This is an optimization exercise on Yosys and OpenROAD, whose aim is small area, not a production implementation. For this run, only the layout was checked, not whether the RTL still works. Power is estimated from default activity; no workload was simulated.

==> flow/design.v <==
module spi_slave_gpio_regmap (
  input  logic       clk,
  input  logic       rst_n,
  input  logic       cs,        
  input  logic       sclk,
  input  logic       mosi,
  output logic       miso,
  input  logic [7:0] gpio_in,
  output logic [7:0] gpio_out
);
  localparam byte ADDR_ID        = 8'h00;
  localparam byte ADDR_GPIO_IN   = 8'h01;
  localparam byte ADDR_GPIO_OUT  = 8'h02;
  localparam byte ID_VALUE       = 8'hA5;
  logic [7:0] regfile [0:255];
  assign gpio_out = regfile[ADDR_GPIO_OUT];
  logic sclk_d1, sclk_d2;
  logic cs_d1,   cs_d2;
  logic mosi_d1, mosi_d2;
  always_ff @(posedge clk or negedge rst_n) begin
    if (!rst_n) begin
      sclk_d1 <= 0; sclk_d2 <= 0;
      cs_d1   <= 1; cs_d2   <= 1;
      mosi_d1 <= 0; mosi_d2 <= 0;
    end else begin
      sclk_d1 <= sclk;
      sclk_d2 <= sclk_d1;
      cs_d1   <= cs;
      cs_d2   <= cs_d1;
      mosi_d1 <= mosi;
      mosi_d2 <= mosi_d1;
    end
  end
  wire sclk_rise =  sclk_d1 & ~sclk_d2;
  wire sclk_fall = ~sclk_d1 &  sclk_d2;
  wire cs_active = ~cs_d2;
  logic [2:0] bit_cnt;
  logic [1:0] byte_cnt;
  logic [7:0] shift_in;
  logic [7:0] shift_out;
  logic       rw;
  logic [7:0] addr;
  function automatic logic [7:0] read_reg(input logic [7:0] a);
    case (a)
      ADDR_ID       : read_reg = ID_VALUE;
      ADDR_GPIO_IN  : read_reg = gpio_in;
      default       : read_reg = regfile[a];
    endcase
  endfunction
  always_ff @(posedge clk or negedge rst_n) begin
    if (!rst_n) begin
      bit_cnt   <= 0;
      byte_cnt  <= 0;
      shift_in  <= 0;
      shift_out <= 0;
      rw        <= 0;
      addr      <= 0;
      miso      <= 0;
      for (int i = 0; i < 256; i++) begin
        regfile[i] <= 8'h00;
      end
    end
    else begin
      if (!cs_active) begin
        bit_cnt  <= 0;
        byte_cnt <= 0;
      end
      if (cs_active && sclk_rise) begin
        shift_in <= {shift_in[6:0], mosi_d2};
        if (bit_cnt == 3'd7) begin
          logic [7:0] full_byte;
          full_byte = {shift_in[6:0], mosi_d2};
          case (byte_cnt)
            2'd0: begin
              rw <= full_byte[0];
            end
            2'd1: begin
              addr <= full_byte;
              if (!rw)
                shift_out <= read_reg(full_byte);
            end
            2'd2: begin
              if (rw) begin
                if (addr != ADDR_ID && addr != ADDR_GPIO_IN)
                  regfile[addr] <= full_byte;
              end
            end
          endcase
          byte_cnt <= byte_cnt + 1;
          bit_cnt  <= 0;
        end
        else begin
          bit_cnt <= bit_cnt + 1;
        end
      end
      if (cs_active && sclk_fall) begin
        miso      <= shift_out[7];
        shift_out <= {shift_out[6:0], 1'b0};
      end
    end
  end
endmodule
==> flow/run.sh <==
#!/bin/bash
# synth_recipe.tcl (not shown) runs the flow's synth.tcl, then flattens the netlist and writes it again
# the make line also repeats each setting of config.mk as NAME=value (left out here)
make -C /OpenROAD-flow-scripts/flow DESIGN_CONFIG=/design/flow/config.mk WORK_HOME=/design/flow/orfs CLKGATE_MAP_FILE= SYNTH_SCRIPT=/design/flow/synth_recipe.tcl finish
==> flow/config.mk <==
export PLATFORM = sky130hd
export DESIGN_NAME = spi_slave_gpio_regmap
export DESIGN_NICKNAME = spi_slave_gpio_regmap
export VERILOG_FILES = /design/flow/design.v
export SDC_FILE = /design/flow/constraint.sdc
export NUM_CORES = 4
export LEC_CHECK = 0
export CAP_MARGIN = 40
export CORE_MARGIN = 2
export CORE_UTILIZATION = 45
export PLACE_DENSITY = 0.6
export SLEW_MARGIN = 40
==> flow/constraint.sdc <==
create_clock -name core_clock -period 10.0 [get_ports {clk}]
set_input_delay 2.0000 -clock core_clock [delete_from_list [all_inputs] [get_ports {clk}]]
set_output_delay 2.0000 -clock core_clock [all_outputs]
set_load 0.01 [all_outputs]
==> results by group <==
Min path
  • Hold path start: cs_d1
  • Hold depth: 0
  • Worst min-delay path category: reg2reg
  • Hold EP: cs_d2

Critical path
  • Most frequent cell on the critical path: buf_4
  • Critical path startpoint: shift_in[0]
  • Critical R2R Capture: shift_out[1]
  • CP Cell Sequence: buf_4 -> buf_12 -> and4b_4 -> buf_4 -> buf_4 -> a22oi_1 -> o22ai_1 -> nor4_1 -> nand4_1 -> nor4_1 -> o22ai_1
  • Required @ worst endpoint: roughly 11000 ps
  • Reg-to-Reg Start: shift_in[0]
  • CP Capture Type: flip-flop
  • Reg2Reg Depth: 11
  • Critical Path AT: 7100 ps
  • Critical path's slowest cell: nor4_1
  • R2R Setup Slk: around 3700 ps
  • WS Path Type: reg2reg
  • Setup crit start kind: flip-flop
  • CP peak stage delay: about 890 ps
  • Crit-path max FO: 107

Clock tree
  • Total CTS buffers: roughly 230
  • CTS tree: done
  • H-tree depth: 4
  • Root Driver: clkbuf_16
  • Post-CTS setup buffers: 0
  • Post-CTS sizing: 0
  • Clock-pin transition on the worst setup and hold timing paths: about 60 ps
  • CTS Sinks: approximately 2100
  • Hold-fix buffers, CTS: 0
  • Clock buffer depth: 3
  • Clock insertion delay at the later pin of the skew report: approximately 910 ps

Die
  • Starting Density: a little under half
  • Area of the die: 0.207 sq mm
  • I/O pins: 22
  • Die height: roughly 460 microns
  • Die width: 455 microns
  • Row cnt: ~170
  • Core area: ~0.20 sq mm

STA
  • Hold Vio Cnt, Final: 0
  • Setup TNS: 0 ps
  • Achievable Freq: between 150 and 200 MHz
  • Final setup skew: around 35 ps
  • Worst-margin pin slew: between 1000 and 1500 ps
  • Endpoints failing setup: 0
  • Period utilisation layout: between 60% and 70%
  • Post-route minimum period: roughly 6300 ps
  • Relative slew slack: a little over a quarter
  • RSZ-0062 raised after global routing: no
  • Max-slew violations: 0

Routing
  • Pre-antenna DRT Iters: 10
  • Via density: a little under 8
  • Starting DRT DRC Count: around 14000
  • Via count: about 77000
  • Total wire length: 571 mm
  • Post-DRT Antenna Nets: 0
  • Wire length per cell: 57.6 microns
  • DR DRC count: 0

Synth
  • Asr flop ratio synth: 100%
  • Prevailing post-synth register cell: dfrtp_1
  • Post-synthesis cell area: around 0.092 sq mm
  • Number of synthesized flops with an enable pin: 0
  • Ys Warns: 2
  • Sequential share of the synthesized area: 56.5%
  • Syn_area_per_cell: ~13 sq um
  • Cells after Synth: roughly 6800
  • Netlist cell types: between 60 and 70
  • Post-synthesis register bit count: slightly above 2000
  • Syn_nets: 6846

Layout
  • Reg area: 0.0518 sq mm
  • Final Util: between 50 and 60%
  • Final-layout fill cell count: between 15000 and 20000
  • Share of post-route cells with drive strength above 1: ~45%
  • Area Overhead vs Synth: 16.8%
  • Multi-input logic area: 0.0394 sq mm
  • Nets: between 7000 and 8000

Global routing
  • Initial antenna violation count: 98
  • Largest net degree at the start of global routing: roughly 140
  • Overall Global Routing Usage: between 50% and 60%
  • Grt ovf: 0
  • Vias in the first global route: 71000
  • First-pass GRT wire length: roughly 730 mm

Placed design
  • Hpwl dp: 394 mm
  • GPL Wtd Cong: 1.12
  • PortBufs: 21

Pwr
  • PD cells: 196 mW/mm^2
  • P_leak: roughly 50 nW
  • Peak supply drop: about 0.22 mV
  • Design Power: around 21 mW

Status
  • Status: no timing/DRC/antenna violations

Job
  • Max Cap Violations: 0
## synth_stat cells (5+ instances only)
cell | n | area (sq um)
a2111oi_0 | 7 | 61.3
nor2b_1 | 10 | 62.6
nor3_2 | 5 | 50.1
o22ai_1 | 204 | 1280
mux2_2 | 2020 | 22700
a222oi_1 | 87 | 871
a221o_1 | 7 | 70.1
mux2_1 | 28 | 315
and3_1 | 18 | 113
nand4bb_1 | 12 | 135
a22o_1 | 96 | 841
a22oi_1 | 520 | 3900
nor4bb_1 | 12 | 120
nor2_2 | 113 | 707
nand2_1 | 142 | 533
nand4b_1 | 8 | 70.1
and4_1 | 5 | 43.8
o211ai_1 | 9 | 67.6
dfrtp_1 | 2066 | 51700
ha_1 | 5 | 62.6
or4b_2 | 8 | 80.1
nor2_1 | 241 | 905
and4b_1 | 8 | 80.1
nor4b_2 | 6 | 90.1
a32oi_1 | 145 | 1270
o221ai_1 | 10 | 87.6
nor3_1 | 31 | 155
buf_2 | 98 | 490
nor4_1 | 66 | 413
a31oi_1 | 11 | 68.8
clkbuf_1 | 397 | 1490
a21oi_1 | 41 | 205
nand2b_1 | 9 | 56.3
nand4_1 | 78 | 488
o21ai_0 | 22 | 110
or4_1 | 21 | 158
a221oi_1 | 76 | 666
buf_1 | 51 | 191
nand3_1 | 79 | 395
## power by group
group / leakage [nW] / internal [mW] / switching, mW
Sequential: 28.9 / 8.39 / 0.221
Combinational: 16.8 / 0.505 / 3.22
Clock: 3.67 / 4.87 / 3.76
Total: 49.3 / 13.8 / 7.20
## metrics by stage
step           cells  area (sq um)  setup WS, ps  hold WS [ps]
3_5_place_dp    9413         98800          4030           353
4_1_cts         9825        106000          4000           361
6_report        9910        107000          3660           359
3_3_place_gp    9342         97000          2990           347
2_1_floorplan   6828         91700          7140           331
5_1_grt         9857        107000          4150           365
## critical path: cells and delay by family, from the launching register on
family | cells | cell delay [ps]
AND/OR/NAND/NOR | 4 | 3110
buffers and inverters | 4 | 1310
AO/OA/AOI/OAI | 3 | 740
flip-flops | 1 | 660
## flip-flops by register name (all words and copies together) (netlist names)
name and flops:
addr 8, bit_cnt 3, byte_cnt 2, cs_d1 1
cs_d2 1, miso 1, mosi_d1 1, mosi_d2 1
regfile 2032, rw 1, sclk_d1 1, sclk_d2 1
shift_in 7, shift_out 8
## metal layers
layer,global-route usage (%),wire length (microns),up-vias
met5,0.643,804,-
met2,71.8,220000,7459
met4,44.9,61700,59
met3,29.3,86200,2413
li1,-,-,26500
met1,64.9,202000,40400
## cells by family after synthesis
family,synth area share (%)
flops,56.5
mux,25.2
compound gates,10.5
simple gates,5.35
buf+inv,2.41
fa+ha+maj,0.0683
xor+xnor,0.00956
## worst max path at each step
stage | endpoint | depth (start not counted)
2_1_floorplan | shift_out[3] | 6
4_1_cts | shift_out[6] | 12
3_5_place_dp | shift_out[6] | 12
6_report | shift_out[1] | 11
3_3_place_gp | shift_out[1] | 11
5_1_grt | shift_out[1] | 12
## cell usage in the layout (no fill, tap or decap), drive strengths merged, types with 42 or more instances in the layout
cell type / netlist / final
a22oi: 520 / 520
buf: 153 / 459
a22o: 96 / 96
nor2: 358 / 358
a221oi: 76 / 76
clkbuf: 397 / 366
nand3: 79 / 79
a222oi: 87 / 87
nor4: 70 / 70
nand2: 146 / 146
nand4: 78 / 78
a21oi: 42 / 42
o22ai: 204 / 204
a32oi: 145 / 145
dfrtp: 2066 / 2066
diode: 0 / 56
mux2: 2048 / 2048
## final cells by class
class,count,share of cell area (%)
Clock buffer,353,6.29
Sequential cell,2068,48.4
Timing Repair Buffer,492,4.67
Clock inverter,59,0.678
Multi-Input combinational cell,4207,36.7
Antenna cell,56,0.131
Tap cell,2672,3.12
Inverter,3,0.0105

[what the ideal ports hide]
The results above use ideal ports. As a check the final layout listed here was re-extracted and re-timed, cells and wires unchanged. Step 1 assumes that a clkbuf_16 drives the clock port and a buf_2 every other input. Step 2 times the ports against the registers' clock, not the clock port: input delays grow and output delays shrink by t, the midpoint of the rising clock arrivals with the driver on. a / b / c = no drivers / after step 1 / after step 2; a / b = the first two.
shift t [ns]: 0.991
setup WS [ns]: 3.662 / 3.662 / 3.662
worst setup path after step 2: register to register
After both steps this run still meets setup and hold. The setup slack of this run moves by 0.000 ns with the drivers and by 0.000 ns with both steps.
